From an optimization exercise on the open Yosys and OpenROAD flow, aimed at a short achievable clock period and few clock cycles; shortcuts taken in it are not production practice. Function was checked by simulation only, so behaviour that the tests miss may differ from the original. Power is estimated from default activity; no workload was simulated.

`flow/run.sh`:
```
#!/bin/bash
# synth_recipe.tcl (not shown) runs the flow's synth.tcl, then flattens the netlist and writes it again
# the make line also repeats each setting of config.mk as NAME=value (left out here)
make -C /OpenROAD-flow-scripts/flow DESIGN_CONFIG=/design/flow/config.mk WORK_HOME=/design/flow/orfs CLKGATE_MAP_FILE= SYNTH_SCRIPT=/design/flow/synth_recipe.tcl finish
```
`flow/config.mk`:
```
export PLATFORM = sky130hd
export DESIGN_NAME = black_bean
export DESIGN_NICKNAME = black_bean
export VERILOG_FILES = /design/flow/design.v
export SDC_FILE = /design/flow/constraint.sdc
export NUM_CORES = 4
export LEC_CHECK = 0
export ABC_CLOCK_PERIOD_IN_PS = 1500
export CAP_MARGIN = 20
export CORE_MARGIN = 2
export CORE_UTILIZATION = 40
export SETUP_SLACK_MARGIN = 4
export SLEW_MARGIN = 20
export TNS_END_PERCENT = 100
```
`flow/constraint.sdc`:
```
create_clock -name core_clock -period 5.5 [get_ports {clk}]
set_input_delay 1.1000 -clock core_clock [delete_from_list [all_inputs] [get_ports {clk}]]
set_output_delay 1.1000 -clock core_clock [all_outputs]
set_load 0.01 [all_outputs]
```
`flow/design.v`:
```
`timescale 1ns/1ps
module black_bean(
    clk,
    rst_n,
    IO_MEM_R_DATA,
    IO_MEM_W_DATA,
    IO_MEM_ADDR,
    IO_MEM_R_EN,
    IO_MEM_W_EN
);
input clk, rst_n;
input  [7:0] IO_MEM_R_DATA;
output [7:0] IO_MEM_W_DATA;
output [7:0] IO_MEM_ADDR;
output       IO_MEM_R_EN;
output       IO_MEM_W_EN;
reg [7:0] ar, dr0, dr1, dr2, cr;
reg [7:0] ir;
reg       ir_v;      
reg       ir_raw;    
reg [7:0] ir_pcx;    
reg [7:0] ir_pcx1;   
reg       ir_sk;     
reg       ir_jc;     
reg       ir_ih;     
reg [7:0] ir_iv;
reg       ph;        
reg k_s1, k_s2, k_s3, k_s4i, k_s4, k_s5, k_s6b, k_s6, k_s7, k_s8, k_s9, k_sc;
reg k_sz;            
reg k_t1, k_t2, k_t3, k_t4, k_t5, k_t6, k_t7, k_tc;
reg k_halt, k_rdalu, k_is62, k_load, k_wr, k_imm, k_nsk;
reg k_war, k_wpc;    
reg [7:0] ir2;
reg       ir2_v;
reg [7:0] ir2_a;     
reg       ir2_h;     
reg [7:0] ir2_hv;
reg [7:0] ir2_a1;    
reg [7:0] ir2_a2;    
reg [7:0] wa_m1;     
reg       ir2_bad;   
reg [7:0] addr_q, wdata_q;
reg [7:0] fl;        
reg       wen_q;
reg       halted;
assign IO_MEM_R_EN   = 1'b1;
assign IO_MEM_ADDR   = addr_q;
assign IO_MEM_W_DATA = wdata_q;
assign IO_MEM_W_EN   = wen_q;
wire [7:0] rd = IO_MEM_R_DATA;
wire [7:0] fa = addr_q;         
wire [7:0] fa1 = fa + 8'd1;
wire [7:0] fa2 = fa + 8'd2;
wire [7:0] fa_m1 = fl - 8'd1;
wire [7:0] npc  = k_sc ? ir_pcx1 : ir_pcx;
wire [7:0] npc1 = npc + 8'd1;
wire [7:0] npc2 = npc + 8'd2;
wire       hit_2 = k_sc ? hit_b : hit_a;
wire [7:0] hv_2  = k_sc ? hv_b : hv_a;
reg  [8:0] sum;
reg        lt, eq, gt;
reg        alu_stale;
reg        c_add, c_cmp, c_jc, c_lt, c_eq, c_gt, c_ge, c_ne, c_le;
wire [7:0] re = ({8{c_add}} & sum[7:0]) |
                ({8{c_cmp}} & (lt ? 8'h3c : eq ? 8'h3d : 8'h3e)) |
                ({8{c_jc}}  & (eq ? ar : ir_pcx));
wire [7:0] ad = {7'd0, c_add & sum[8]};
wire br_take = (c_lt & !lt) | (c_eq & !eq) | (c_gt & !gt) |
               (c_ge & lt)  | (c_ne & eq)  | (c_le & gt);
wire br_hold = !br_take;
wire [7:0] br = br_hold ? ir_pcx : ar;
localparam NIC = 8;
reg  [7:0] ic_op  [0:NIC-1];
reg  [7:0] ic_val [0:NIC-1];
reg  [NIC-1:0] ic_v;
reg  [2:0] ic_rr;               
reg        ins_v;               
reg  [7:0] ins_op, ins_val;
reg        hit_f, hit_a, hit_b;
reg  [7:0] hv_f, hv_a, hv_b;
integer ie;
always @(*) begin
    hit_f = 1'b0; hv_f = 8'h00;
    hit_a = 1'b0; hv_a = 8'h00;
    hit_b = 1'b0; hv_b = 8'h00;
    for (ie = 0; ie < NIC; ie = ie + 1) begin
        if (ic_v[ie] && ic_op[ie] == fl) begin
            hit_f = 1'b1;
            hv_f  = hv_f | ic_val[ie];
        end
        if (ic_v[ie] && ic_op[ie] == ir_pcx) begin
            hit_a = 1'b1;
            hv_a  = hv_a | ic_val[ie];
        end
        if (ic_v[ie] && ic_op[ie] == ir_pcx1) begin
            hit_b = 1'b1;
            hv_b  = hv_b | ic_val[ie];
        end
    end
end
wire [7:0] imm = ir_ih ? ir_iv : rd;
wire [7:0] v = ({8{k_s1 }} & ir)         |
               ({8{k_s2 }} & ir_pcx)     |
               ({8{k_s3 }} & ar)         |
               ({8{k_s4i}} & (dr0 + 8'd1)) |
               ({8{k_s4 }} & dr0)        |
               ({8{k_s5 }} & dr1)        |
               ({8{k_s6b}} & br)         |
               ({8{k_s6 }} & cr)         |
               ({8{k_s7 }} & dr2)        |
               ({8{k_s8 }} & re)         |
               ({8{k_s9 }} & ad)         |
               ({8{k_sc }} & ir_iv);
wire [7:0] wv = k_sz ? 8'h00 : v;    
wire live   = !halted && !ph && ir_v && !ir_raw;
wire stall  = alu_stale && k_rdalu;
wire run    = live && !stall && !k_halt;
wire go_b   = run && (k_load || k_wr);          
wire go_a   = run && !(k_load || k_wr);         
wire jump   = k_t2 && !ir_jc && !(k_is62 && br_hold);
wire a_jump = go_a && jump;
wire a_irx  = go_a && k_t1;
wire a_imm  = go_a && k_imm && !k_t1 && !k_t2;   
wire a_skp  = go_a && k_nsk && !k_imm && !k_t1 && !jump;
wire a_seq  = go_a && !jump && !k_t1 && !k_imm && !k_nsk;
wire a_dec  = !halted && !ph && ir_v && ir_raw;   
wire b_ld   = ph && !wen_q;
wire b_wr   = ph && wen_q;
wire b_jump = b_ld && k_t2;
wire b_irx  = b_ld && k_t1;
wire b_next = ph && !b_jump && !b_irx;
wire i2_ok  = ir2_v && !(b_wr && ir2_bad);
wire bubble  = !halted && !ph && !ir_v;
wire fetch   = bubble || a_seq;
wire xfer    = b_next && i2_ok;
wire refetch = b_next && !i2_ok;
wire f_sc  = (rd[7:4] == 4'hc);
wire f_tr  = (rd[3:0] != 4'h0) && (rd[3] == 1'b0);
wire f_sk  = f_sc && (!f_tr || hit_f);
wire f_jc  = f_sc && (rd[3:0] == 4'h2) && hit_f;
wire x_sc  = (ir2[7:4] == 4'hc);
wire x_tr  = (ir2[3:0] != 4'h0) && (ir2[3] == 1'b0);
wire x_sk  = x_sc && (!x_tr || ir2_h);
wire x_jc  = x_sc && (ir2[3:0] == 4'h2) && ir2_h;
wire [7:0] ir2_nx = x_jc ? ir2_hv : x_sk ? ir2_a2 : ir2_a1;
wire w_cdd   = go_a && (k_t4 || k_t5 || k_t6);
wire [7:0] ar_next = (go_a && k_t3) ? v : ar;    
wire p_take  = fetch && !w_cdd && !alu_stale && (rd == 8'h62) && br_take;
wire cr_imm = go_a && k_t6 && k_sc;
wire cr_ld  = b_ld && k_t6;
wire cr_reg = go_a && k_t6 && !k_sc;
wire [7:0] crn = cr_imm ? imm : cr_ld ? rd : cr;
wire [7:0] nb = xfer ? ir2 : a_dec ? ir : rd;
wire       nh = xfer ? ir2_h : a_dec ? 1'b0 : hit_f;
wire       nsk = xfer ? x_sk : a_dec ? 1'b0 : f_sk;
wire [3:0] ns = nb[7:4];
wire [3:0] nt = nb[3:0];
wire       ntr = (nt != 4'h0) && (nt[3] == 1'b0);
wire hold   = halted || (!ph && ir_v && (ir_raw || stall || k_halt));
wire s_fpt  = fetch && p_take;
wire s_fjc  = fetch && f_jc;
wire s_fsk  = fetch && f_sk && !f_jc;
wire s_f1   = fetch && !f_sk && !p_take;
wire s_npc  = a_irx || b_irx || a_imm || a_skp;
wire [7:0] addr_n = ({8{go_b && k_war}}     & ar)      |
                    ({8{go_b && k_wpc}}     & ir_pcx)  |
                    ({8{xfer}}              & ir2_nx)  |
                    ({8{a_jump && k_sc}}    & imm)     |
                    ({8{a_jump && !k_sc}}   & v)       |
                    ({8{b_jump}}            & rd)      |
                    ({8{s_npc}}             & npc)     |
                    ({8{refetch}}           & ir2_a)   |
                    ({8{s_fpt}}             & ar_next) |
                    ({8{s_fjc}}             & hv_f)    |
                    ({8{s_fsk}}             & fa2)     |
                    ({8{s_f1}}              & fa1)     |
                    ({8{hold}}              & fa);
always @(posedge clk) begin
    sum <= {1'b0, dr0} + {1'b0, dr1};
    lt  <= dr0 < dr1;
    eq  <= dr0 == dr1;
    gt  <= dr0 > dr1;
    c_add <= crn == 8'h11;
    c_cmp <= crn == 8'h01;
    c_jc  <= crn == 8'h10;
    c_lt  <= crn == 8'h01;
    c_eq  <= crn == 8'h02;
    c_gt  <= crn == 8'h03;
    c_ge  <= crn == 8'h04;
    c_ne  <= crn == 8'h05;
    c_le  <= crn == 8'h06;
    ins_op  <= fa_m1;
    ins_val <= rd;
    if (ins_v) begin
        ic_op[ic_rr]  <= ins_op;
        ic_val[ic_rr] <= ins_val;
    end
    if (b_wr) begin
        for (ie = 0; ie < NIC; ie = ie + 1)
            if (ic_op[ie] == wa_m1) ic_val[ie] <= wdata_q;
    end
    if (!ph) begin
        ir2    <= rd;
        ir2_a  <= npc;
        ir2_a1 <= npc1;
        ir2_v  <= !k_nsk;
        ir2_h  <= hit_2;
        ir2_hv <= hv_2;
        ir2_a2 <= npc2;
        wdata_q <= wv;
        wa_m1  <= k_wpc ? ir_pcx - 8'd1 : ar - 8'd1;
        ir2_bad <= k_wpc ? (ir_pcx == npc || (hit_2 && ir_pcx == npc1))
                         : (ar == npc || (hit_2 && ar == npc1));
    end
    if (fetch || xfer || a_dec) begin
        ir     <= nb;
        ir_raw <= 1'b0;
        if (!a_dec) begin
            ir_pcx  <= xfer ? ir2_a1 : fa1;
            ir_pcx1 <= xfer ? ir2_a2 : fa2;
            ir_sk   <= nsk;
            ir_jc   <= xfer ? x_jc : (f_jc || p_take);
            ir_ih   <= nh;
            ir_iv   <= xfer ? ir2_hv : hv_f;
        end
        k_s1  <= ns == 4'h1;
        k_s2  <= ns == 4'h2;
        k_s3  <= ns == 4'h3;
        k_s4i <= ns == 4'h4 && nt == 4'h4;
        k_s4  <= ns == 4'h4 && nt != 4'h4;
        k_s5  <= ns == 4'h5;
        k_s6b <= ns == 4'h6 && nt == 4'h2;
        k_s6  <= ns == 4'h6 && nt != 4'h2;
        k_s7  <= ns == 4'h7;
        k_s8  <= ns == 4'h8;
        k_s9  <= ns == 4'h9;
        k_sc  <= ns == 4'hc;
        k_sz  <= ns == 4'hc || ns == 4'hd || ns == 4'he;
        k_t1  <= nt == 4'h1;
        k_t2  <= nt == 4'h2;
        k_t3  <= nt == 4'h3;
        k_t4  <= nt == 4'h4;
        k_t5  <= nt == 4'h5;
        k_t6  <= nt == 4'h6;
        k_t7  <= nt == 4'h7;
        k_tc  <= nt == 4'hc;
        k_halt  <= nb == 8'h00;
        k_rdalu <= ns == 4'h8 || ns == 4'h9 || (ns == 4'h6 && nt == 4'h2);
        k_is62  <= ns == 4'h6 && nt == 4'h2;
        k_load  <= ns == 4'hd && ntr;
        k_wr    <= nt == 4'hc || nt == 4'hd;
        k_imm   <= ns == 4'hc && ntr && !nh;
        k_nsk   <= ns == 4'hc && !nsk;
        k_war   <= (ns == 4'hd && ntr) ||
                   ((nt == 4'hd) && (ns != 4'hc));
        k_wpc   <= (nt == 4'hc) || ((nt == 4'hd) && (ns == 4'hc));
    end
    if (a_irx || b_irx) begin
        ir      <= (b_irx || k_imm) ? rd : v;
        ir_raw  <= 1'b1;
        ir_pcx  <= npc;
        ir_pcx1 <= npc1;
        ir_sk   <= 1'b0;
        ir_jc   <= 1'b0;
        ir_ih   <= 1'b0;
    end
end
always @(posedge clk) begin
    if (!rst_n) begin
        ar <= 8'h00; dr0 <= 8'h00; dr1 <= 8'h00; dr2 <= 8'h00; cr <= 8'h00;
        ir_v    <= 1'b0;
        ph      <= 1'b0;
        addr_q  <= 8'h00;
        fl      <= 8'h01;
        wen_q   <= 1'b0;
        halted  <= 1'b0;
        alu_stale <= 1'b1;
        ic_v    <= {NIC{1'b0}};
        ic_rr   <= 3'd0;
        ins_v   <= 1'b0;
    end else begin
        if (go_a && !k_imm) begin
            if (k_t3) ar  <= v;
            if (k_t4) dr0 <= v;
            if (k_t5) dr1 <= v;
            if (k_t6) cr  <= v;
            if (k_t7) dr2 <= v;
        end
        if (b_ld || (go_a && k_imm)) begin
            if (k_t3) ar  <= rd;
            if (k_t4) dr0 <= rd;
            if (k_t5) dr1 <= rd;
            if (k_t6) cr  <= rd;
            if (k_t7) dr2 <= rd;
        end
        alu_stale <= (go_a && (k_t4 || k_t5 || cr_reg)) || (b_ld && (k_t4 || k_t5));
        if (live && !stall && k_halt)
            halted <= 1'b1;
        ins_v <= live && k_imm;
        if (ins_v) begin
            ic_v[ic_rr] <= 1'b1;
            ic_rr       <= ic_rr + 3'd1;
        end
        addr_q <= addr_n;
        fl     <= addr_n;
        wen_q  <= go_b && k_wr;
        ph     <= go_b;
        if (fetch || xfer || a_dec || a_irx || b_irx)
            ir_v <= 1'b1;
        if (a_jump || b_jump || a_imm || a_skp || refetch)
            ir_v <= 1'b0;
    end
end
endmodule
```
==> results.cfg, run 1 <==
[run_status]
status = complete, no violations

[layout]
nNetsFinal = 2605
areaGrowthSynthToFinish_pct = 51.0
top_regs = ic_op (64), ic_val (64), sum (9)
drive_above_1_share_pct = 45.6
postLayoutCellArea_um2 = 32700

[place]
port-buffer-count = 26
dpl_cell_area_um2 = 23200
routabilityCongestion = 0.953
dp_hpwl_mm = 56.5

[synth]
ys_top_cells_by_area = edfxtp_1 (34%), xnor2_1 (10%), dfxtp_1 (9.7%), mux2_2 (4.0%), nor2_1 (3.4%)
syn_inst = 2131
netlist.area_leader.share_pct = 34.1
avgSynthCellArea_um2 = 10.2
synthFlopType = edfxtp_1
synth_warnings = 1
synth_seq_cells = 351
syn_area_um2 = 21600
ys_seq_area_share_pct = 43.8
synth_nets = 2171
synthArstFlopShare_pct = 0
yosysTopAreaCell = edfxtp_1
ys_types = 93
synth_edf_count = 246

[drt]
detail-route-antenna-nets = 0
wire_per_inst_um = 30.3
routed_wl_mm = 99.9
remaining_drc_errors = 0
vias = 21453
drt_iter0_drc = 3347
viasPerCell = 6.51
drtPass1Iterations = 7

[flow_run]
cap_viol_max_count = 0

[global_routing]
grt_pass1_wl_mm = 138
overflow = 0
grt_max_degree = 59
antenna_found_initial = 1
track_usage_pct = 33.6
grt_pass1_vias = 20085

[sta]
worstMarginPinSlew_ns = 0.800
grt_setup_unrepaired = true
relSlewSlack_pct = 46.5
hold_violations = 0
post-route-period-util_pct = 50.1
slew_viol_final = 0
tns_ns = 0
finalClockSkew_ns = 0.0362
fin_crit_ns = 2.76
max_freq_mhz = 363
setup-violations-final = 0

[worst_setup_path]
critPathLaunchType = flip-flop
critPathRequiredTime_ns = 5.98
path_buf_inv = 1
cpPeakStageDelay_ns = 0.50
crit_fanout = 11
worst-r2r-cell-count = 8
critPathCaptureType = flip-flop
crit_type = reg -> reg
worstSetupPathDepth = 8
arrival_ns = 3.24
cp_cell_sequence = or3_1, a21oi_2, buf_12, mux2i_1, o21ai_1, a221oi_1, o221ai_1, o31a_1
critPathSlowestCell = edfxtp_1
critical-path-top-delay-family = compound AO/OA/AOI/OAI gates

[clock_network]
clock-sinks = 351
clockBufferDepth = 3
cts_max_level = 2
cts_root_buffer = clkbuf_16
numCtsBuffers = 42
clk_latency_ns = 0.59
path_clk_slew_ns = 0.07
cts_tree = done
holdBufCountCts = 0

[floorplan]
fp.dieH_um = 237
die_w_um = 237
start_util_pct = 40.3
io_pins = 28
num_rows = 85
core_um2 = 53700
die_area_um2 = 56000

[power]
peakVddDrop_mv = 0.325
pwr_density_cell_nw_per_um2 = 554
power_leakage_nw = 12.1

[worst_hold_path]
hp-class = reg -> reg
whs_path_depth = 1
[layout by cell type (no fill, tap or decap), types with 45 or more instances in the layout]
| cell type | synthesis | final |
|---|---|---|
| buf_4 | 26 | 276 |
| buf_6 | 7 | 153 |
| clkbuf_16 | 0 | 45 |
| nand2_1 | 105 | 70 |
| edfxtp_1 | 246 | 246 |
| nor2_1 | 198 | 157 |
| dfxtp_1 | 105 | 72 |
| a21oi_1 | 116 | 81 |
| a22oi_1 | 53 | 46 |
| xor2_1 | 77 | 75 |
| buf_12 | 0 | 97 |
| xnor2_1 | 251 | 213 |
| nand4_1 | 50 | 50 |
| mux2_2 | 76 | 74 |
[timing repair]
action                     CTS  global route
gates resized for setup    547           281
gates cloned                15             5
setup endpoints to repair  526           414
buffers inserted           377           118
pin swaps                  132           139
[kinds of logic (layout without fill, tap and decap cells)]
| group | Yosys count | in the layout | synth area share, % |
|---|---|---|---|
| muxes | 128 | 128 | 6.48 |
| other | 1 | 2 | 0.0173 |
| DFF | 351 | 351 | 43.8 |
| AOI/OAI and AO/OA | 467 | 467 | 15.6 |
| xor gates and xnor gates | 329 | 329 | 13.3 |
| adders and majority gates | 30 | 30 | 1.77 |
| buffers and inverters | 234 | 694 | 4.96 |
| and+or+nand+nor | 591 | 597 | 14.0 |
[final cells by class]
| type | instances | area, um2 |
|---|---|---|
| flip-flops and latches | 351 | 9580 |
| clock inverters | 18 | 198 |
| well taps | 696 | 871 |
| multi-input cells | 1552 | 14300 |
| fillers | 4016 | 21000 |
| repair inverters | 2 | 18.8 |
| diodes | 1 | 2.50 |
| clock buffers | 58 | 1190 |
| repair buffers | 565 | 6300 |
| inverters | 51 | 254 |
[report_power, final]
part | switching (mW) | leakage [nW] | internal (mW)
registers | 1.02 | 3.30 | 3.75
clock network | 1.20 | 0.681 | 1.70
logic | 5.45 | 8.10 | 4.98
[synth_stat cells, types with 7 or more instances]
cell type,instances
mux2i_1,44
o31ai_1,7
nor3_1,44
buf_6,7
nor2_1,198
nor4_1,22
buf_4,26
inv_1,49
o211ai_1,22
a222oi_1,20
buf_2,30
a21oi_1,116
a22oi_1,53
o22ai_1,10
xnor2_1,251
nor2b_1,12
a221oi_1,28
mux2_2,76
clkbuf_1,100
nand4_1,50
xor2_1,77
a211oi_1,40
nand2_1,105
and3_1,26
a31oi_1,18
o21bai_1,8
edfxtp_1,246
nand2b_1,18
dfxtp_1,105
ha_1,29
o21ai_0,43
buf_1,14
a22o_1,34
nor3_2,9
nand3_1,50
[final timing paths]
kind / startpoint / endpoint / slack [ns]
min reg2reg: k_wr / wen_q / 0.56
max reg2reg: ir2[1] / addr_q[5] / 2.74
min: k_wr / wen_q / 0.56
max: ir2[1] / addr_q[5] / 2.74
[per-layer routing]
layer	wire (um)	part of all wire (%)	global-route usage [%]	vias up
met1	37200	37	45.9	10526
met2	43200	43	50.4	1740
li1	-	-	-	8751
met4	5970	6.0	15.5	2
met3	13500	14	7.74	434
met5	17	0.017	0	-
[stage by stage]
step / total power, mW / worst slack [ns] / std cells / hold WS (ns) / util, %
final: 18.1 / 2.74 / 3294 / 0.559 / 60.9
after global routing: 18.5 / 2.72 / 3293 / 0.575 / 60.8
after CTS: 16.2 / 2.84 / 3170 / 0.504 / 56.5
after detailed placement: 10.3 / 1.71 / 2702 / 0.466 / 43.2
after global placement: 10.2 / 1.73 / 2701 / 0.471 / 43.1
after floorplan: 8.59 / 2.58 / 2131 / 0.444 / -
Testbench counts, summed over its fixed seeds: cycles 272,325.
==> run 2: changes to the inputs <==
--- a/flow/config.mk
+++ b/flow/config.mk
@@ -10,5 +10,5 @@
 export CORE_MARGIN = 2
 export CORE_UTILIZATION = 40
-export SETUP_SLACK_MARGIN = 4
+export SETUP_SLACK_MARGIN = 5
 export SLEW_MARGIN = 20
 export TNS_END_PERCENT = 100
==> run 2 against run 1 <==
Effect of this change: clock power fell by 2%; maximum frequency fell by 0.44%; sequential power rose by 1%; power rose by 4.7%; clock skew rose by 0.033 ns; non-clock buffer count rose by 81; hold slack got worse by 0.073 ns; critical path depth rose by 1; global-route usage rose by 1.5 points; critical endpoint unchanged; largest cell class unchanged.
==> results.cfg, run 2 <==
[layout]
mostFrequentLayoutCells = buf_4 (284), edfxtp_1 (246), xnor2_1 (208)
layout_commonest_cell = buf_4
areaGrowthSynthToFinish_pct = 58.1
top_regs = ic_op (64), ic_val (64), sum (9)
nNetsFinal = 2688
drive_above_1_share_pct = 50.1

[clock_network]
path_clk_slew_ns = 0.06
cts_max_level = 2
clk_latency_ns = 0.63
clock-sinks = 351
clockBufferDepth = 3
cts_tree = done
cts_root_buffer = clkbuf_16
numCtsBuffers = 42

[synth]
ys_top_cells_by_area = edfxtp_1 (34%), xnor2_1 (10%), dfxtp_1 (9.7%), mux2_2 (4.0%), nor2_1 (3.4%)
synth_seq_cells = 351
yosysTopAreaCell = edfxtp_1
synth_common_cells = xnor2_1 (251), edfxtp_1 (246), nor2_1 (198)
synth_simple_gate_area_share_pct = 14.0
synthXorXnorAreaFrac_pct = 13.3
syn_area_um2 = 21600
synth_edf_count = 246
synthMuxAreaShare_pct = 6.48
netlist.area_leader.share_pct = 34.1
yosysMostFrequentCell = xnor2_1
syn_inst = 2131
avgSynthCellArea_um2 = 10.2
ys_types = 93
synthArstFlopShare_pct = 0
synthFlopType = edfxtp_1
synth_top_family_by_area = compound AO/OA/AOI/OAI gates
synth_nets = 2171
synth-compound-area-share_pct = 15.6
ys_seq_area_share_pct = 43.8
synth_warnings = 1
synth_adder_area_share_pct = 1.77

[sta]
finalClockSkew_ns = 0.0695
relSlewSlack_pct = 36.9
whs_ns = 0.486
slew_viol_final = 0
setup-violations-final = 0
max_freq_mhz = 361
grt_setup_unrepaired = true
finalWorstSetupSlack_ns = 2.73
tns_ns = 0
post-route-period-util_pct = 50.3
fin_crit_ns = 2.77
worstMarginPinSlew_ns = 0.943
hold_violations = 0

[worst_setup_path]
critPathRequiredTime_ns = 5.98
crit_type = reg -> reg
arrival_ns = 3.25
crit_fanout = 5
critPathCaptureType = flip-flop
critPathLaunchType = flip-flop

[floorplan]
num_rows = 85
io_pins = 28
core_um2 = 53700
die_w_um = 237
start_util_pct = 40.3
die_area_um2 = 56000
fp.dieH_um = 237

[global_routing]
grt_pass1_vias = 20615
antenna_found_initial = 1
overflow = 0
grt_max_degree = 45
track_usage_pct = 35.1
grt_pass1_wl_mm = 144

[worst_hold_path]
hp-class = reg -> reg

[power]
report.power.total_mw = 19.0
pwr_density_cell_nw_per_um2 = 554
power_leakage_nw = 12.8
peakVddDrop_mv = 0.334

[drt]
viasPerCell = 6.63
routed_wl_mm = 109
wire_per_inst_um = 32.2
detail-route-antenna-nets = 0
vias = 22416
remaining_drc_errors = 0
drtPass1Iterations = 9
drt_iter0_drc = 3650

[place]
port-buffer-count = 26
routabilityCongestion = 0.935
dp_hpwl_mm = 57.5
dp_slack_ns = 1.70

[flow_run]
cap_viol_max_count = 0

[run_status]
status = complete, no violations
## run 2: cell counts after synthesis
No cell type changed its count.
## run 2: cell type report
class	instances	area, um2
timing repair buffer	646	7400
inverter	51	277
sequential	351	9630
timing repair inverter	3	56.3
antenna	1	2.50
multi-input combinational	1553	14600
tap	696	871
clock inverter	16	115
clock buffer	62	1250
fill	3789	19500
## run 2: final timing paths
| check | endpoint | startpoint | cells after the start | slack [ns] |
|---|---|---|---|---|
| setup reg to reg | addr_q[5] | ir2[2] | 9 | 2.73 |
| hold / removal | wen_q | k_wr | 1 | 0.49 |
| setup / recovery | addr_q[5] | ir2[2] | 9 | 2.73 |
| hold reg to reg | wen_q | k_wr | 1 | 0.49 |
## run 2: kinds of logic (layout without fill, tap and decap cells)
kind of cell,count (synthesis),in the layout
buffers and inverters,234,778
DFF,351,351
other,1,2
adders and majority gates,30,30
muxes,128,128
AOI/OAI and AO/OA,467,467
xor gates and xnor gates,329,329
and+or+nand+nor,591,598
## run 2: stage by stage
stage / instance area, um2 / utilization [%] / instances
finish: 34200 / 63.7 / 3379
global route: 34200 / 63.7 / 3378
CTS: 31300 / 58.2 / 3203
detailed placement: 23400 / 43.6 / 2702
global placement: 23400 / 43.6 / 2702
floorplan: 23600 / - / 2131
## run 2: timing repair
action / 4_1_cts / 5_1_grt
cloned: 15 / 15
gates resized for setup: 669 / 322
endpoints found under the setup margin: 614 / 614
hold buffers: 0 / 0
buffers inserted: 408 / 160
pin swaps: 159 / 165
## run 2: worst max-delay path: stages (launching register included)
cell,delay (ns)
edfxtp_1,0.46
or3_4,0.43
a21oi_4,0.23
buf_8,0.21
buf_12,0.12
mux2i_1,0.39
o21ai_1,0.13
a221oi_2,0.23
o221ai_1,0.18
o31a_1,0.26
## run 2: where the power goes
| group | total (mW) | leakage [nW] | internal, mW | switching, mW |
|---|---|---|---|---|
| Sequential | 4.84 | 3.31 | 3.77 | 1.07 |
| Combinational | 11.3 | 8.80 | 5.42 | 5.86 |
| Clock | 2.83 | 0.675 | 1.59 | 1.24 |
| Total | 19.0 | 12.8 | 10.8 | 8.18 |
## run 2: per-layer routing
layer	share of wire [%]	track usage (%)
met5	0	0
met1	36	46.5
met2	42	51.6
met3	14	10.0
met4	7.7	19.4
==> run 3: changes to the inputs <==
--- a/flow/config.mk
+++ b/flow/config.mk
@@ -9,6 +9,7 @@
 export CAP_MARGIN = 20
 export CORE_MARGIN = 2
-export CORE_UTILIZATION = 40
-export SETUP_SLACK_MARGIN = 5
+export CORE_UTILIZATION = 50
+export PLACE_DENSITY = 0.7
+export SETUP_SLACK_MARGIN = 4
 export SLEW_MARGIN = 20
 export TNS_END_PERCENT = 100
==> run 3 against run 2 <==
Effect of this change: global-route usage up 8.2 points; synthesized area stayed put; maximum frequency decreased by 8.1%; clock skew decreased by 0.023 ns; still clean on timing, DRC and antenna; register-to-register slack got worse by 0.24 ns; routed wire length about the same; clock power is essentially flat; via count is 3.0% higher.
==> results.cfg, run 3 <==
[run_status]
status = complete, no violations

[floorplan]
core_um2 = 42900
die_area_um2 = 45000
num_rows = 76
io_pins = 28
start_util_pct = 50.5
die_w_um = 212
fp.dieH_um = 212

[worst_setup_path]
arrival_ns = 3.46
worstReg2RegStart = k_sc
critPathSlowestCell = mux2i_4
critical-path-top-delay-family = buffers and inverters
cpPeakStageDelay_ns = 0.39
crit_fanout = 5
path_buf_inv = 6
crit_type = reg -> reg
r2r_end = ir2_bad
cp_cell_sequence = buf_6, buf_12, buf_6, buf_4, mux2i_4, inv_4, ha_4, xnor2_4, buf_4, o21ai_0, o32ai_1, nand4_1, o21ai_1, and3_1
worst-r2r-cell-count = 14
r2r_slack_ns = 2.49
critPathCaptureType = flip-flop
critPathRequiredTime_ns = 5.95
critPathLaunchType = flip-flop

[global_routing]
antenna_found_initial = 1
grt_max_degree = 59
track_usage_pct = 43.3
grt_pass1_vias = 21174
overflow = 0
grt_pass1_wl_mm = 141

[synth]
synth_seq_cells = 351
syn_inst = 2131
synth_nets = 2171
yosysTopAreaCell = edfxtp_1
avgSynthCellArea_um2 = 10.2
synth_warnings = 1
syn_area_um2 = 21600
ys_types = 93
netlist.area_leader.share_pct = 34.1
synth_edf_count = 246
ys_seq_area_share_pct = 43.8
synthFlopType = edfxtp_1
ys_top_cells_by_area = edfxtp_1 (34%), xnor2_1 (10%), dfxtp_1 (9.7%), mux2_2 (4.0%), nor2_1 (3.4%)
synthArstFlopShare_pct = 0
yosysMostFrequentCell = xnor2_1
synth_common_cells = xnor2_1 (251), edfxtp_1 (246), nor2_1 (198)

[clock_network]
clk_latency_ns = 0.63
cts_max_level = 2
cts_root_buffer = clkbuf_16
clock-sinks = 351
numCtsBuffers = 40
cts_tree = done
holdBufCountCts = 0
path_clk_slew_ns = 0.07
clockBufferDepth = 3

[drt]
routed.top_layer = met4
remaining_drc_errors = 0
detail-route-antenna-nets = 0
viasPerCell = 7.16
vias = 23091
wl_met1_mm = 35.7
drtPass1Iterations = 9
routed_wl_mm = 109
met3RoutedLength_mm = 18.8
met2_length_mm = 44.1
wire_per_inst_um = 33.7
drt_iter0_drc = 4399

[layout]
diodes = 0
areaGrowthSynthToFinish_pct = 50.8
top_regs = ic_op (64), ic_val (64), sum (9)
nNetsFinal = 2648
mostFrequentLayoutCells = buf_4 (315), edfxtp_1 (246), xnor2_1 (216)
fin_util_pct = 76.1
layout_commonest_cell = buf_4
drive_above_1_share_pct = 47.1

[power]
peakVddDrop_mv = 0.456
pwr_density_cell_nw_per_um2 = 578
power_leakage_nw = 12.2
report.power.total_mw = 18.9

[worst_hold_path]
hp-start = k_wr
hold_end = wen_q
whs_path_depth = 1
hp-class = reg -> reg

[sta]
tns_ns = 0
max_freq_mhz = 332
finalWorstSetupSlack_ns = 2.49
fin_crit_ns = 3.01
relSlewSlack_pct = 28.6
setup-violations-final = 0
worstMarginPinSlew_ns = 1.07
grt_setup_unrepaired = true
whs_ns = 0.563
slew_viol_final = 0
post-route-period-util_pct = 54.8
hold_violations = 0
finalClockSkew_ns = 0.0466

[place]
dp_hpwl_mm = 54.7
routabilityCongestion = 0.986
port-buffer-count = 26
dp_slack_ns = 1.72

[flow_run]
cap_viol_max_count = 0
run 3: cell counts after synthesis:
Identical to the previous run, type by type.
run 3: layer usage:
| layer | up-vias | track usage (%) |
|---|---|---|
| met4 | 0 | 24.0 |
| met5 | - | 0 |
| li1 | 8836 | - |
| met3 | 874 | 14.6 |
| met2 | 2575 | 62.8 |
| met1 | 10806 | 56.8 |
run 3: final cells by class:
type | count | area, um2
clock inverters | 21 | 214
repair buffers | 606 | 6400
repair inverters | 2 | 16.3
clock buffers | 53 | 1130
flip-flops and latches | 351 | 9580
fillers | 2388 | 10300
inverters | 51 | 251
well taps | 585 | 732
multi-input cells | 1556 | 14300
run 3: what timing repair did:
item | CTS | global route
pin swaps | 149 | 136
gates cloned | 12 | 5
setup buffers | 390 | 157
gates resized for setup | 575 | 277
hold endpoints to repair | 0 | 0
setup endpoints to repair | 526 | 407
run 3: power breakdown:
group          switching [mW]  internal [mW]  total (mW)
sequential               1.10           3.75        4.85
combinational            5.97           5.20        11.2
clock                    1.24           1.60        2.84
run 3: through the flow:
step	std cells	area, um2
finish	3225	32600
global route	3225	32600
CTS	3063	30100
detailed placement	2587	23000
global placement	2587	23000
floorplan	2131	23200
run 3: cells by family after synthesis:
family / share of synthesized area [%]
adders and majority gates: 1.77
buffers and inverters: 4.96
xor gates and xnor gates: 13.3
DFF: 43.8
AOI/OAI and AO/OA: 15.6
muxes: 6.48
and+or+nand+nor: 14.0
other: 0.0173
run 3: how the worst max path moves through the flow:
| stage | from | end | slack, ns | depth (start not counted) |
|---|---|---|---|---|
| detailed placement | IO_MEM_R_DATA[3] | addr_q[5] | 1.72 | 10 |
| floorplan | ph | addr_q[5] | 2.58 | 9 |
| global route | k_sc | ir2_bad | 2.45 | 14 |
| finish | k_sc | ir2_bad | 2.49 | 14 |
| CTS | IO_MEM_R_DATA[2] | addr_q[3] | 2.81 | 11 |
| global placement | IO_MEM_R_DATA[3] | addr_q[0] | 1.73 | 10 |
==> run 4: changes to the inputs <==
--- a/flow/config.mk
+++ b/flow/config.mk
@@ -9,6 +9,6 @@
 export CAP_MARGIN = 20
 export CORE_MARGIN = 2
-export CORE_UTILIZATION = 50
-export PLACE_DENSITY = 0.7
+export CORE_UTILIZATION = 35
+export GPL_ROUTABILITY_DRIVEN = 0
 export SETUP_SLACK_MARGIN = 4
 export SLEW_MARGIN = 20
==> run 4 against run 3 <==
Effect of this change: synthesized area unchanged; critical path depth down 3; non-clock buffer count up 11; clock skew down 0.0017 ns; final cell count up 6.6%; register-to-register slack better by 0.22 ns; highest routed layer is now met5.
==> results.cfg, run 4 <==
[run_status]
status = complete, no violations

[power]
pwr_density_cell_nw_per_um2 = 560
power_leakage_nw = 12.3
peakVddDrop_mv = 0.288

[floorplan]
num_rows = 91
io_pins = 28
die_w_um = 253
die_area_um2 = 63800
core_um2 = 61400
start_util_pct = 35.3
fp.dieH_um = 253

[synth]
synth_nets = 2171
synth_warnings = 1
synth_seq_cells = 351
ys_types = 93
syn_inst = 2131
synthFlopType = edfxtp_1
ys_seq_area_share_pct = 43.8
syn_area_um2 = 21600
yosysTopAreaCell = edfxtp_1
yosysMostFrequentCell = xnor2_1
synth_edf_count = 246
ys_top_cells_by_area = edfxtp_1 (34%), xnor2_1 (10%), dfxtp_1 (9.7%), mux2_2 (4.0%), nor2_1 (3.4%)
synth_common_cells = xnor2_1 (251), edfxtp_1 (246), nor2_1 (198)
avgSynthCellArea_um2 = 10.2
synthArstFlopShare_pct = 0
netlist.area_leader.share_pct = 34.1

[global_routing]
grt_pass1_vias = 20800
overflow = 0
grt_max_degree = 59
grt_pass1_wl_mm = 140
antenna_found_initial = 4
track_usage_pct = 29.7

[worst_setup_path]
critPathRequiredTime_ns = 5.95
arrival_ns = 3.25
critical-path-top-delay-family = compound AO/OA/AOI/OAI gates
critPathSlowestCell = edfxtp_1
critPathLaunchType = flip-flop
path_buf_inv = 3
cpPeakStageDelay_ns = 0.47
crit_type = reg -> reg
critPathCaptureType = flip-flop
cp_cell_sequence = buf_4, buf_6, buf_12, a22oi_2, o211ai_1, a311oi_2, o221a_4, a21oi_1, or3_1, a21oi_2, o32ai_2
crit_fanout = 4

[drt]
drtPass1Iterations = 8
detail-route-antenna-nets = 0
routed_wl_mm = 104
remaining_drc_errors = 0
viasPerCell = 6.55
wire_per_inst_um = 30.3
drt_iter0_drc = 3773
vias = 22524

[place]
port-buffer-count = 26
dp_hpwl_mm = 55.5
dp_slack_ns = 1.71

[worst_hold_path]
hp-class = reg -> reg

[layout]
fin_util_pct = 54.1
areaGrowthSynthToFinish_pct = 53.4
mostFrequentLayoutCells = buf_4 (315), edfxtp_1 (246), xnor2_1 (208)
drive_above_1_share_pct = 48.1
top_regs = ic_op (64), ic_val (64), sum (9)
fillerInstances = 4747
nNetsFinal = 2655
layout_commonest_cell = buf_4

[clock_network]
path_clk_slew_ns = 0.07
numCtsBuffers = 41
clockBufferDepth = 3
clk_latency_ns = 0.60
clock-sinks = 351
cts_root_buffer = clkbuf_16
cts_tree = done
holdBufCountCts = 0
cts_max_level = 2

[sta]
worstMarginPinSlew_ns = 1.00
hold_violations = 0
tns_ns = 0
setup-violations-final = 0
finalWorstSetupSlack_ns = 2.71
grt_setup_unrepaired = true
max_freq_mhz = 358
slew_viol_final = 0
relSlewSlack_pct = 33.2
fin_crit_ns = 2.79
finalClockSkew_ns = 0.0449
post-route-period-util_pct = 50.8

[flow_run]
cap_viol_max_count = 0
==> run 4: cell counts after synthesis <==
No cell type changed its count.
==> run 4: layout make-up <==
class	count	area, um2	area share [%]
clock buffers	55	1160	3.50
clock inverters	19	183	0.550
inverters	51	254	0.765
repair buffers	617	6530	19.7
well taps	790	988	2.98
diodes	1	2.50	0.00754
multi-input cells	1553	14500	43.7
flip-flops and latches	351	9580	28.9
==> run 4: metrics by stage <==
step	cell area, um2	power [mW]	instances	hold slack, ns
final	33200	18.6	3437	0.528
after global routing	33200	18.9	3436	0.544
after CTS	30500	16.1	3281	0.503
after detailed placement	23200	10.3	2789	0.465
after global placement	23200	10.1	2789	0.468
after floorplan	23200	8.59	2131	0.444
==> run 4: routing by layer <==
metal	track usage (%)	routed length, um
met2	44.5	43600
met3	8.17	15100
met4	17.8	9620
met1	38.2	35800
met5	0	26
==> run 4: cell families after synthesis <==
logic type,after synthesis,synth area share (%)
multiplexers,128,6.48
other,1,0.0173
XOR/XNOR,329,13.3
adder cells (fa/ha/maj),30,1.77
AND/OR/NAND/NOR,591,14.0
flip-flops,351,43.8
buffers and inverters,234,4.96
AO/OA/AOI/OAI,467,15.6
==> run 4: power by group <==
group / internal [mW] / switching (mW)
clock: 1.62 / 1.21
sequential: 3.75 / 1.11
combinational: 5.18 / 5.73
==> run 4: path summary, 6_finish.rpt <==
| kind | start | cells past startpoint | slack [ns] | endpoint |
|---|---|---|---|---|
| max | k_sc | 11 | 2.71 | addr_q[7] |
| min | k_wr | 1 | 0.53 | wen_q |
| max reg2reg | k_sc | 11 | 2.71 | addr_q[7] |
| min reg2reg | k_wr | 1 | 0.53 | wen_q |
==> run 4: worst register-to-register path: stages (launching register included) <==
cell,delay (ns)
edfxtp_1,0.47
buf_4,0.19
buf_6,0.11
buf_12,0.13
a22oi_2,0.25
o211ai_1,0.17
a311oi_2,0.27
o221a_4,0.35
a21oi_1,0.09
or3_1,0.38
a21oi_2,0.15
o32ai_2,0.10
==> run 4: repair_timing <==
action	CTS	global route
cloned	9	7
pin swaps	170	146
endpoints found under the setup margin	526	431
gates resized for setup	592	297
setup buffers	409	148
==> run 5: changes to the inputs <==
==> flow/config.mk (replaced) <==
export PLATFORM = sky130hd
export DESIGN_NAME = black_bean
export DESIGN_NICKNAME = black_bean
export VERILOG_FILES = /design/flow/design.v
export SDC_FILE = /design/flow/constraint.sdc
export NUM_CORES = 4
export LEC_CHECK = 0
export ABC_CLOCK_PERIOD_IN_PS = 1200
export CAP_MARGIN = 20
export CORE_MARGIN = 2
export CORE_UTILIZATION = 45
export PLACE_DENSITY = 0.65
export SETUP_SLACK_MARGIN = 3
export SLEW_MARGIN = 20
export TNS_END_PERCENT = 100
==> run 5 against run 4 <==
Effect of this change: sequential power about the same; still clean on timing, DRC and antenna; synthesized cell count is the same; cell area shrank 20%; register-to-register slack hardly changed; worst setup slack lost 0.0079 ns; clock skew fell by 0.013 ns; count of clock-buffer cells in the layout fell by 1.
==> results.cfg, run 5 <==
[floorplan]
die_w_um = 223
start_util_pct = 45.4
fp.dieH_um = 223
die_area_um2 = 49900
core_um2 = 47600
io_pins = 28
num_rows = 80

[worst_setup_path]
arrival_ns = 3.23
crit_type = reg -> reg
cp-startpoint = k_sc
critPathRequiredTime_ns = 5.93
crit_fanout = 5
critPathSlowestCell = edfxtp_1
critical-path-top-delay-family = simple AND/OR/NAND/NOR gates
cp_cell_sequence = buf_12, buf_6, mux2i_4, inv_2, ha_4, or3b_4, nand2b_4, xnor2_2, inv_1, a221o_1, o21ai_1, and3_1
critPathCaptureType = flip-flop
path_buf_inv = 4
critPathLaunchType = flip-flop
cpPeakStageDelay_ns = 0.42
worstReg2RegStart = k_sc

[clock_network]
clockBufferDepth = 3
cts_tree = done
cts_root_buffer = clkbuf_16
clock-sinks = 351
path_clk_slew_ns = 0.06
clk_latency_ns = 0.58
cts_max_level = 2
holdBufCountCts = 0
numCtsBuffers = 42

[synth]
synthFlopType = edfxtp_1
synth_edf_count = 246
synth_seq_cells = 351
synthArstFlopShare_pct = 0
synth_common_cells = xnor2_1 (251), edfxtp_1 (246), nor2_1 (198)
synth_warnings = 1
yosysTopAreaCell = edfxtp_1
ys_top_cells_by_area = edfxtp_1 (34%), xnor2_1 (10%), dfxtp_1 (9.7%), mux2_2 (4.0%), nor2_1 (3.4%)
syn_area_um2 = 21600
syn_inst = 2131
netlist.area_leader.share_pct = 34.1
synth_nets = 2171
yosysMostFrequentCell = xnor2_1
ys_types = 93
ys_seq_area_share_pct = 43.8
avgSynthCellArea_um2 = 10.2

[global_routing]
track_usage_pct = 33.1
antenna_found_initial = 0
overflow = 0
grt_pass1_vias = 18285
grt_max_degree = 61
grt_pass1_wl_mm = 122

[drt]
wire_per_inst_um = 29.3
vias = 19314
drt_iter0_drc = 3103
drtPass1Iterations = 10
detail-route-antenna-nets = 0
remaining_drc_errors = 0
viasPerCell = 6.67
routed_wl_mm = 84.8

[layout]
drive_above_1_share_pct = 25.3
mostFrequentLayoutCells = xnor2_1 (246), edfxtp_1 (246), nor2_1 (188)
top_regs = ic_op (64), ic_val (64), sum (9)
diodes = 0
nNetsFinal = 2289
areaGrowthSynthToFinish_pct = 22.0

[sta]
max_freq_mhz = 357
fin_crit_ns = 2.80
whs_ns = 0.497
finalClockSkew_ns = 0.0314
tns_ns = 0
slew_viol_final = 0
post-route-period-util_pct = 50.9
hold_violations = 0
grt_setup_unrepaired = true
relSlewSlack_pct = 24.1
setup-violations-final = 0
worstMarginPinSlew_ns = 1.13

[flow_run]
cap_viol_max_count = 0

[power]
report.power.total_mw = 14.4
power_leakage_nw = 9.32
pwr_density_cell_nw_per_um2 = 546
peakVddDrop_mv = 0.335

[place]
routabilityCongestion = 0.976
port-buffer-count = 26
dp_hpwl_mm = 54.5

[run_status]
status = complete, no violations

[worst_hold_path]
hp-start = k_wr
hp-class = reg -> reg
==> run 5: area by class of cell <==
type                    count  area, um2
fillers                  4103      21200
well taps                 615        769
inverters                  51        198
flip-flops and latches    351       9540
repair buffers            255       2530
clock inverters            22        154
clock buffers              54       1130
multi-input cells        1548      12100
==> run 5: logic make-up (layout without fill, tap and decap cells) <==
| logic type | after synthesis | count (layout) | synth area share [%] |
|---|---|---|---|
| simple gates | 591 | 592 | 14.0 |
| compound gates | 467 | 468 | 15.6 |
| flops | 351 | 351 | 43.8 |
| xor+xnor | 329 | 329 | 13.3 |
| buf+inv | 234 | 382 | 4.96 |
| mux | 128 | 128 | 6.48 |
| fa+ha+maj | 30 | 30 | 1.77 |
| other cells | 1 | 1 | 0.0173 |
==> run 5: worst paths after layout <==
check | cells past startpoint | endpoint | slack, ns
worst min register to register | 1 | wen_q | 0.50
worst min-delay path | 1 | wen_q | 0.50
worst max register to register | 12 | ir2_bad | 2.70
worst max-delay path | 12 | ir2_bad | 2.70
==> run 5: per-stage QoR <==
stage | worst slack, ns | instances | utilization [%] | area (um2)
after floorplan | 2.58 | 2131 | - | 21700
after global placement | 1.64 | 2631 | 46.6 | 22200
after detailed placement | 1.62 | 2631 | 46.6 | 22200
after CTS | 2.59 | 2857 | 53.7 | 25600
after global routing | 2.64 | 2896 | 55.4 | 26400
final | 2.70 | 2896 | 55.4 | 26400
==> run 5: power by group <==
group | internal [mW] | switching [mW]
Clock | 1.50 | 1.15
Combinational | 2.93 | 3.96
Sequential | 3.75 | 1.12
==> run 5: routing by layer <==
metal | global-route usage (%) | vias to the layer above | share of wire (%)
li1 | - | 8098 | -
met1 | 46.4 | 9334 | 39
met2 | 48.4 | 1541 | 42
met3 | 7.74 | 341 | 14
met4 | 15.5 | 0 | 5.4
met5 | 0 | - | 0
==> run 5: timing repair <==
| action | 4_1_cts | 5_1_grt |
|---|---|---|
| buffers inserted | 148 | 37 |
| cloned | 2 | 2 |
| gates resized for setup | 226 | 93 |
| pin swaps | 45 | 44 |
| setup endpoints to repair | 354 | 137 |
==> run 6: changes to the inputs <==
--- a/flow/design.v
+++ b/flow/design.v
@@ -31,4 +31,13 @@
 reg k_halt, k_rdalu, k_is62, k_load, k_wr, k_imm, k_nsk;
 reg k_war, k_wpc;    
+reg k_ldwr;          
+reg k_seq;           
+reg k_br;            
+reg k_jmp;           
+reg k_irx;           
+reg k_imma;          
+reg k_skp;           
+reg k_w3, k_w4, k_w5, k_w6, k_w7;   
+reg [7:0] ir_npc;    
 reg [7:0] ir2;
 reg       ir2_v;
@@ -53,5 +62,5 @@
 wire [7:0] fa2 = fa + 8'd2;
 wire [7:0] fa_m1 = fl - 8'd1;
-wire [7:0] npc  = k_sc ? ir_pcx1 : ir_pcx;
+wire [7:0] npc  = ir_npc;
 wire [7:0] npc1 = npc + 8'd1;
 wire [7:0] npc2 = npc + 8'd2;
@@ -115,13 +124,12 @@
 wire live   = !halted && !ph && ir_v && !ir_raw;
 wire stall  = alu_stale && k_rdalu;
-wire run    = live && !stall && !k_halt;
-wire go_b   = run && (k_load || k_wr);          
-wire go_a   = run && !(k_load || k_wr);         
-wire jump   = k_t2 && !ir_jc && !(k_is62 && br_hold);
-wire a_jump = go_a && jump;
-wire a_irx  = go_a && k_t1;
-wire a_imm  = go_a && k_imm && !k_t1 && !k_t2;   
-wire a_skp  = go_a && k_nsk && !k_imm && !k_t1 && !jump;
-wire a_seq  = go_a && !jump && !k_t1 && !k_imm && !k_nsk;
+wire go     = live && !stall;
+wire go_b   = go && k_ldwr;                     
+wire br_j   = k_br && br_take;
+wire a_jump = go && (k_jmp || br_j);
+wire a_irx  = go && k_irx;
+wire a_imm  = go && k_imma;                     
+wire a_skp  = go && k_skp;                      
+wire a_seq  = go && k_seq && !br_j;
 wire a_dec  = !halted && !ph && ir_v && ir_raw;   
 wire b_ld   = ph && !wen_q;
@@ -144,10 +152,10 @@
 wire x_jc  = x_sc && (ir2[3:0] == 4'h2) && ir2_h;
 wire [7:0] ir2_nx = x_jc ? ir2_hv : x_sk ? ir2_a2 : ir2_a1;
-wire w_cdd   = go_a && (k_t4 || k_t5 || k_t6);
-wire [7:0] ar_next = (go_a && k_t3) ? v : ar;    
+wire w_cdd   = go && (k_w4 || k_w5 || k_w6);
+wire [7:0] ar_next = (go && k_w3) ? v : ar;      
 wire p_take  = fetch && !w_cdd && !alu_stale && (rd == 8'h62) && br_take;
-wire cr_imm = go_a && k_t6 && k_sc;
+wire cr_imm = go && k_w6 && k_sc;
 wire cr_ld  = b_ld && k_t6;
-wire cr_reg = go_a && k_t6 && !k_sc;
+wire cr_reg = go && k_w6 && !k_sc;
 wire [7:0] crn = cr_imm ? imm : cr_ld ? rd : cr;
 wire [7:0] nb = xfer ? ir2 : a_dec ? ir : rd;
@@ -157,4 +165,9 @@
 wire [3:0] nt = nb[3:0];
 wire       ntr = (nt != 4'h0) && (nt[3] == 1'b0);
+wire       njc = xfer ? x_jc : a_dec ? 1'b0 : (f_jc || p_take);
+wire       n_ldwr = ((ns == 4'hd) && ntr) || (nt == 4'hc) || (nt == 4'hd);
+wire       n_imm = (ns == 4'hc) && ntr && !nh;
+wire       n_nsk = (ns == 4'hc) && !nsk;
+wire       n_jmp = (nt == 4'h2) && !n_ldwr && !(ns == 4'h6) && !njc;
 wire hold   = halted || (!ph && ir_v && (ir_raw || stall || k_halt));
 wire s_fpt  = fetch && p_take;
@@ -255,4 +268,20 @@
                    ((nt == 4'hd) && (ns != 4'hc));
         k_wpc   <= (nt == 4'hc) || ((nt == 4'hd) && (ns == 4'hc));
+        k_ldwr  <= n_ldwr;
+        k_seq   <= !n_ldwr && !(nb == 8'h00) && !(nt == 4'h1) && !n_imm &&
+                   !n_nsk && !n_jmp;
+        k_br    <= (ns == 4'h6) && (nt == 4'h2) && !njc;
+        k_jmp   <= n_jmp;
+        k_irx   <= (nt == 4'h1) && !n_ldwr;
+        k_imma  <= n_imm && (nt != 4'h1) && (nt != 4'h2);
+        k_skp   <= n_nsk && !n_imm && (nt != 4'h1) && !n_ldwr;
+        k_w3    <= (nt == 4'h3) && !n_ldwr;
+        k_w4    <= (nt == 4'h4) && !n_ldwr;
+        k_w5    <= (nt == 4'h5) && !n_ldwr;
+        k_w6    <= (nt == 4'h6) && !n_ldwr;
+        k_w7    <= (nt == 4'h7) && !n_ldwr;
+        ir_npc  <= a_dec ? ((ns == 4'hc) ? ir_pcx1 : ir_pcx) :
+                   xfer  ? ((ns == 4'hc) ? ir2_a2 : ir2_a1) :
+                           ((ns == 4'hc) ? fa2 : fa1);
     end
     if (a_irx || b_irx) begin
@@ -261,4 +290,5 @@
         ir_pcx  <= npc;
         ir_pcx1 <= npc1;
+        ir_npc  <= npc;      
         ir_sk   <= 1'b0;
         ir_jc   <= 1'b0;
@@ -280,12 +310,19 @@
         ins_v   <= 1'b0;
     end else begin
-        if (go_a && !k_imm) begin
-            if (k_t3) ar  <= v;
-            if (k_t4) dr0 <= v;
-            if (k_t5) dr1 <= v;
-            if (k_t6) cr  <= v;
-            if (k_t7) dr2 <= v;
+        if (go && !k_imm) begin
+            if (k_w3) ar  <= v;
+            if (k_w4) dr0 <= v;
+            if (k_w5) dr1 <= v;
+            if (k_w6) cr  <= v;
+            if (k_w7) dr2 <= v;
         end
-        if (b_ld || (go_a && k_imm)) begin
+        if (go && k_imm) begin
+            if (k_w3) ar  <= rd;
+            if (k_w4) dr0 <= rd;
+            if (k_w5) dr1 <= rd;
+            if (k_w6) cr  <= rd;
+            if (k_w7) dr2 <= rd;
+        end
+        if (b_ld) begin
             if (k_t3) ar  <= rd;
             if (k_t4) dr0 <= rd;
@@ -294,6 +331,6 @@
             if (k_t7) dr2 <= rd;
         end
-        alu_stale <= (go_a && (k_t4 || k_t5 || cr_reg)) || (b_ld && (k_t4 || k_t5));
-        if (live && !stall && k_halt)
+        alu_stale <= (go && (k_w4 || k_w5 || cr_reg)) || (b_ld && (k_t4 || k_t5));
+        if (live && k_halt)
             halted <= 1'b1;
         ins_v <= live && k_imm;
==> flow/config.mk (replaced) <==
export PLATFORM = sky130hd
export DESIGN_NAME = black_bean
export DESIGN_NICKNAME = black_bean
export VERILOG_FILES = /design/flow/design.v
export SDC_FILE = /design/flow/constraint.sdc
export NUM_CORES = 4
export LEC_CHECK = 0
export ABC_CLOCK_PERIOD_IN_PS = 1500
export CAP_MARGIN = 20
export CORE_MARGIN = 2
export CORE_UTILIZATION = 40
export SETUP_SLACK_MARGIN = 4
export SLEW_MARGIN = 20
export TNS_END_PERCENT = 100
==> run 6 against run 5 <==
Effect of this change: first-iteration DRC count increased by 11%; still clean on timing, DRC and antenna; power up 25%; maximum frequency shrank 2.6%; largest cell class unchanged; critical path depth is 2 lower; sequential share of layout area down 6.0 points.
==> results.cfg, run 6 <==
[floorplan]
die_w_um = 241
num_rows = 86
die_area_um2 = 58100
start_util_pct = 40.6
fp.dieH_um = 241
core_um2 = 55300
io_pins = 28

[synth]
synth_adder_area_share_pct = 1.70
synth-compound-area-share_pct = 13.8
yosysTopAreaCell = edfxtp_1
yosysMostFrequentCell = edfxtp_1
ys_seq_area_share_pct = 44.7
ys_types = 90
synth_top_family_by_area = compound AO/OA/AOI/OAI gates
synth_seq_cells = 369
synth_edf_count = 265
syn_inst = 2227
synth_nets = 2267
synthFlopType = edfxtp_1
synthXorXnorAreaFrac_pct = 12.9
avgSynthCellArea_um2 = 10.1
synthMuxAreaShare_pct = 8.48
synth_simple_gate_area_share_pct = 13.8
synth_common_cells = edfxtp_1 (265), xnor2_1 (250), nor2_1 (162)
synthArstFlopShare_pct = 0
syn_area_um2 = 22500
synth_warnings = 1
ys_top_cells_by_area = edfxtp_1 (35%), xnor2_1 (9.7%), dfxtp_1 (9.3%), mux2_2 (4.4%), mux2i_1 (3.7%)
netlist.area_leader.share_pct = 35.4

[clock_network]
clk_latency_ns = 0.61
numCtsBuffers = 43
cts_root_buffer = clkbuf_16
clock-sinks = 369
clockBufferDepth = 3
path_clk_slew_ns = 0.06
holdBufCountCts = 0
cts_max_level = 2
cts_tree = done

[drt]
wire_per_inst_um = 29.5
drtPass1Iterations = 12
drt_iter0_drc = 3457
vias = 21795
detail-route-antenna-nets = 0
routed_wl_mm = 102
remaining_drc_errors = 0
viasPerCell = 6.32

[flow_run]
cap_viol_max_count = 0

[worst_setup_path]
crit_fanout = 4
arrival_ns = 3.35
critPathCaptureType = flip-flop
critPathLaunchType = flip-flop
critPathRequiredTime_ns = 5.97
critPathSlowestCell = or4b_1
crit_type = reg -> reg
cp_cell_sequence = buf_4, xor2_1, nor4_2, and3_4, buf_4, nor4_4, a211oi_2, or4b_1, a211oi_2, nand2_1
cpPeakStageDelay_ns = 0.55

[sta]
max_freq_mhz = 348
post-route-period-util_pct = 52.3
tns_ns = 0
grt_setup_unrepaired = true
whs_ns = 0.498
slew_viol_final = 0
finalClockSkew_ns = 0.0358
worstMarginPinSlew_ns = 0.873
relSlewSlack_pct = 41.7
fin_crit_ns = 2.88
setup-violations-final = 0
hold_violations = 0

[layout]
areaGrowthSynthToFinish_pct = 49.5
drive_above_1_share_pct = 44.7
top_regs = ic_op (64), ic_val (64), sum (9)
nNetsFinal = 2705
mostFrequentLayoutCells = buf_4 (278), edfxtp_1 (265), xnor2_1 (215)
layout_commonest_cell = buf_4
diodes = 0

[global_routing]
antenna_found_initial = 1
grt_max_degree = 61
track_usage_pct = 33.0
overflow = 0
grt_pass1_wl_mm = 140
grt_pass1_vias = 20469

[place]
routabilityCongestion = 0.989
dp_hpwl_mm = 61.2
port-buffer-count = 26

[worst_hold_path]
hp-class = reg -> reg

[power]
pwr_density_cell_nw_per_um2 = 534
peakVddDrop_mv = 0.326
report.power.total_mw = 18.0
power_leakage_nw = 12.9

[run_status]
status = complete, no violations
## run 6: path summary, 6_finish.rpt
check,slack [ns],depth (start not counted),end,from
worst max-delay path,2.62,10,fl[0],addr_q[4]
worst min register to register,0.50,1,wen_q,k_wr
worst min-delay path,0.50,1,wen_q,k_wr
worst max register to register,2.62,10,fl[0],addr_q[4]
## run 6: cell type report
cell class	count	area (um2)
fill	4307	21700
multi-input combinational	1614	14600
sequential	369	10100
timing repair buffer	579	6250
clock buffer	55	1120
tap	748	936
inverter	54	267
clock inverter	24	226
timing repair inverter	4	30.0
## run 6: cell families after synthesis
group	count (synthesis)
buf+inv	246
flops	369
mux	177
xor+xnor	331
other cells	1
simple gates	629
compound gates	444
fa+ha+maj	30
## run 6: what timing repair did
item	4_1_cts	5_1_grt
pin swaps	150	154
cloned	17	4
gates resized for setup	589	293
buffers inserted	365	137
setup endpoints to repair	555	438
## run 6: stage by stage
step / setup slack (ns) / cell area [um2] / instances / utilization, %
after CTS: 2.67 / 31300 / 3306 / 56.7
after global routing: 2.56 / 33600 / 3447 / 60.8
after floorplan: 2.53 / 24300 / 2227 / -
after global placement: 1.39 / 24300 / 2845 / 43.9
after detailed placement: 1.41 / 24300 / 2845 / 43.9
final: 2.62 / 33600 / 3447 / 60.8
## run 6: report_power, final
part / total (mW) / switching (mW) / internal, mW
clock network: 2.86 / 1.27 / 1.60
logic: 10.0 / 5.14 / 4.87
registers: 5.08 / 1.07 / 4.02
total: 18.0 / 7.47 / 10.5
## run 6: metal layers
layer | global-route usage, % | vias up | share of wire [%]
met5 | 0 | - | 0
met4 | 17.2 | 0 | 6.0
met3 | 6.59 | 402 | 12
met2 | 50.1 | 1622 | 44
met1 | 44.5 | 10701 | 38
li1 | - | 9070 | -
## run 6: worst max-delay path, delay by kind of cell, from the launching register on
family	cells	cell delay (ns)
xor+xnor	1	0.20
simple gates	5	1.42
buf+inv	2	0.30
flops	1	0.37
compound gates	2	0.46
Testbench counts of run 6, summed over its fixed seeds: cycles 272,325.
==> run 7: changes to the inputs <==
--- a/flow/design.v
+++ b/flow/design.v
@@ -19,4 +19,5 @@
 reg       ir_v;      
 reg       ir_raw;    
+reg [7:0] irxv;
 reg [7:0] ir_pcx;    
 reg [7:0] ir_pcx1;   
@@ -47,4 +48,5 @@
 reg [7:0] ir2_a1;    
 reg [7:0] ir2_a2;    
+reg       ir2_sc, ir2_nt, ir2_t2;   
 reg [7:0] wa_m1;     
 reg       ir2_bad;   
@@ -147,8 +149,6 @@
 wire f_sk  = f_sc && (!f_tr || hit_f);
 wire f_jc  = f_sc && (rd[3:0] == 4'h2) && hit_f;
-wire x_sc  = (ir2[7:4] == 4'hc);
-wire x_tr  = (ir2[3:0] != 4'h0) && (ir2[3] == 1'b0);
-wire x_sk  = x_sc && (!x_tr || ir2_h);
-wire x_jc  = x_sc && (ir2[3:0] == 4'h2) && ir2_h;
+wire x_sk  = ir2_sc && (ir2_nt || ir2_h);
+wire x_jc  = ir2_sc && ir2_t2 && ir2_h;
 wire [7:0] ir2_nx = x_jc ? ir2_hv : x_sk ? ir2_a2 : ir2_a1;
 wire w_cdd   = go && (k_w4 || k_w5 || k_w6);
@@ -159,5 +159,5 @@
 wire cr_reg = go && k_w6 && !k_sc;
 wire [7:0] crn = cr_imm ? imm : cr_ld ? rd : cr;
-wire [7:0] nb = xfer ? ir2 : a_dec ? ir : rd;
+wire [7:0] nb = xfer ? ir2 : a_dec ? irxv : rd;
 wire       nh = xfer ? ir2_h : a_dec ? 1'b0 : hit_f;
 wire       nsk = xfer ? x_sk : a_dec ? 1'b0 : f_sk;
@@ -221,4 +221,7 @@
         ir2_hv <= hv_2;
         ir2_a2 <= npc2;
+        ir2_sc <= f_sc;
+        ir2_nt <= !f_tr;
+        ir2_t2 <= (rd[3:0] == 4'h2);
         wdata_q <= wv;
         wa_m1  <= k_wpc ? ir_pcx - 8'd1 : ar - 8'd1;
@@ -226,4 +229,5 @@
                          : (ar == npc || (hit_2 && ar == npc1));
     end
+    irxv <= (b_irx || k_imm) ? rd : v;
     if (fetch || xfer || a_dec) begin
         ir     <= nb;
@@ -286,5 +290,4 @@
     end
     if (a_irx || b_irx) begin
-        ir      <= (b_irx || k_imm) ? rd : v;
         ir_raw  <= 1'b1;
         ir_pcx  <= npc;
==> run 7 against run 6 <==
Effect of this change: maximum frequency rose by 0.96%; still clean; count of clock-buffer cells in the layout rose by 8; critical path depth fell by 1; register-to-register slack improved by 0.03 ns.
==> results.cfg, run 7 <==
[run_status]
status = complete, no violations

[sta]
relSlewSlack_pct = 40.5
max_freq_mhz = 351
tns_ns = 0
fin_crit_ns = 2.85
worstMarginPinSlew_ns = 0.892
whs_ns = 0.479
hold_violations = 0
slew_viol_final = 0
post-route-period-util_pct = 51.8
grt_setup_unrepaired = true
finalClockSkew_ns = 0.0272
setup-violations-final = 0

[clock_network]
clk_latency_ns = 0.60
cts_max_level = 2
clock-sinks = 380
clockBufferDepth = 3
numCtsBuffers = 43
cts_tree = done
path_clk_slew_ns = 0.06
cts_root_buffer = clkbuf_16

[power]
clockPowerShare_pct = 16.1
p_switching_mw = 7.57
combPwrFrac_pct = 55.6
p_int_mw = 10.8
pwr_density_cell_nw_per_um2 = 541
power_leakage_nw = 12.9
peakVddDrop_mv = 0.327
p_sw_share_pct = 41.2
seq_power_share_pct = 28.3

[layout]
regArea_um2 = 10400
top_regs = ic_op (64), ic_val (64), sum (9)
nNetsFinal = 2685
diodes = 0
mostFrequentLayoutCells = buf_4 (283), edfxtp_1 (268), xnor2_1 (200)
multi_input_area_um2 = 14400
drive_above_1_share_pct = 48.8
layout_commonest_cell = buf_4
instances_no_fill = 3427
areaGrowthSynthToFinish_pct = 50.8
fillerInstances = 4180

[global_routing]
overflow = 0
track_usage_pct = 33.7
use_met3_pct = 7.23
grt_pass1_vias = 20845
grt_max_degree = 53
globalRouteMet2Util_pct = 52.1
antenna_found_initial = 1
busiest_layer = met2
met1_usage_pct = 43.1
grt_pass1_wl_mm = 142

[floorplan]
num_rows = 86
fp.dieH_um = 241
io_pins = 28
core_um2 = 55300
die_area_um2 = 58200
die_w_um = 241
start_util_pct = 40.7

[worst_hold_path]
hp-start = k_wr
hp-class = reg -> reg

[synth]
ys_types = 95
avgSynthCellArea_um2 = 10.3
syn_inst = 2181
synth_edf_count = 268
synthFlopType = edfxtp_1
synth_nets = 2221
ys_top_cells_by_area = edfxtp_1 (36%), dfxtp_1 (10%), xnor2_1 (9.2%), mux2_2 (4.8%), xor2_1 (3.8%)
synth_seq_cells = 380
synth_warnings = 1
synth_common_cells = edfxtp_1 (268), xnor2_1 (237), nor2_1 (174)
synthArstFlopShare_pct = 0
syn_area_um2 = 22500
ys_seq_area_share_pct = 45.7
yosysTopAreaCell = edfxtp_1
netlist.area_leader.share_pct = 35.8
yosysMostFrequentCell = edfxtp_1

[worst_setup_path]
worstReg2RegStart = ir_pcx[6]
critPathCaptureType = flip-flop
critPathLaunchType = flip-flop
arrival_ns = 3.16
crit_fanout = 9
crit_type = reg -> reg
critPathRequiredTime_ns = 5.82
cp-startpoint = ir_pcx[6]

[flow_run]
cap_viol_max_count = 0

[place]
dp_hpwl_mm = 58.3
place_inst = 2805
port-buffer-count = 26
routabilityCongestion = 0.948

[drt]
vias = 21668
routed_wl_mm = 101
remaining_drc_errors = 0
viasPerCell = 6.32
drtPass1Iterations = 6
detail-route-antenna-nets = 0
drt_iter0_drc = 2892
wire_per_inst_um = 29.6
==> run 7: changes by cell type in the layout (fill, tap and decap cells not counted), moves of 12 or more <==
cell	delta
xnor2_1	-15
xor2_1	+15
nand4_1	-15
mux2_4	-23
mux2_2	+28
mux2i_1	-22
nand2_1	-27
a21oi_2	+21
dfxtp_1	+12
==> run 7: what timing repair did <==
| action | in CTS | in global routing |
|---|---|---|
| endpoints found under the hold margin | 0 | 0 |
| hold buffers | 0 | 0 |
| pin swaps | 195 | 128 |
| gates resized for setup | 706 | 250 |
| setup buffers | 400 | 120 |
| cloned | 18 | 5 |
| endpoints found under the setup margin | 563 | 478 |
==> run 7: worst paths after layout <==
| check | endpoint | slack (ns) | cells after the start |
|---|---|---|---|
| setup reg to reg | ir2_bad | 2.65 | 9 |
| setup / recovery | ir2_bad | 2.65 | 9 |
| hold reg to reg | wen_q | 0.48 | 1 |
| hold / removal | wen_q | 0.48 | 1 |
==> run 7: cell type report <==
class                           instances  area share (%)
Clock buffer                           63            3.62
Clock inverter                         16           0.502
Inverter                               57           0.789
Multi-Input combinational cell       1565            42.6
Sequential cell                       380            30.6
Tap cell                              748            2.76
Timing Repair Buffer                  591            19.0
Timing Repair inverter                  7           0.192
==> run 7: worst max-delay path: stages (launching register included) <==
cell and delay (ns):
edfxtp_1 0.52, buf_6 0.20, xor2_1 0.15, nor4_1 0.07, and3_2 0.36, or4_1 0.51, nor3_1 0.28, a21oi_4 0.14
a311oi_1 0.23, a21oi_1 0.10
==> run 7: power by group through the flow <==
stage                     combinational (mW)  sequential [mW]  clock [mW]
after floorplan                         4.45             4.50           0
after global placement                  4.83             5.85           0
after detailed placement                4.90             5.86           0
after CTS                               8.79             5.11        2.96
after global routing                    10.6             5.22        3.08
final                                   10.2             5.19        2.96
==> run 7: through the flow <==
stage / instance area (um2) / util, % / total power [mW] / setup WS (ns)
floorplan: 24100 / - / 8.95 / 2.74
global placement: 24200 / 43.7 / 10.7 / 1.64
detailed placement: 24200 / 43.7 / 10.8 / 1.60
CTS: 31700 / 57.4 / 16.9 / 2.71
global route: 33900 / 61.3 / 18.9 / 2.62
finish: 33900 / 61.3 / 18.4 / 2.65
==> run 7: routing by layer <==
metal,part of all wire (%),up-vias,wire length (um)
li1,-,8941,-
met1,36,10513,36000
met2,44,1717,44600
met3,12,497,12500
met4,8.2,0,8300
met5,0,-,0
==> run 7: cells by family after synthesis <==
kind of cell | share of synthesized area (%)
compound gates | 14.6
xor+xnor | 13.0
fa+ha+maj | 1.70
buf+inv | 4.67
flops | 45.7
mux | 7.50
other cells | 0.0167
simple gates | 12.7
Testbench counts of run 7, summed over its fixed seeds: cycles 272,325.

[static timing again, ports no longer ideal]
The flow's constraints put no driver on any port. The routed layouts listed below were extracted and timed again, unchanged, in two steps. Step 1 sets driving cells, clkbuf_16 on the clock port and buf_2 on the other inputs (assumed; they add their load-dependent delay and slew). Step 2 times the ports against the registers' clock, not the clock port: input delays grow and output delays shrink by t, the midpoint of the rising clock arrivals with the driver on. a / b / c = ideal ports / drivers / drivers and shift; a / b = the first two.
run | t, ns | setup slack, ns
run 1 | 0.635 | 2.744 / 2.744 / 2.284
run 2 | 0.660 | 2.732 / 2.732 / 2.248
run 3 | 0.668 | 2.488 / 2.488 / 2.272
run 4 | 0.637 | 2.706 / 2.706 / 2.137
run 5 | 0.627 | 2.698 / 2.698 / 2.154
run 6 | 0.645 | 2.624 / 2.624 / 2.151
run 7 | 0.643 | 2.651 / 2.651 / 2.402
After both steps setup and hold are still met in every run listed.
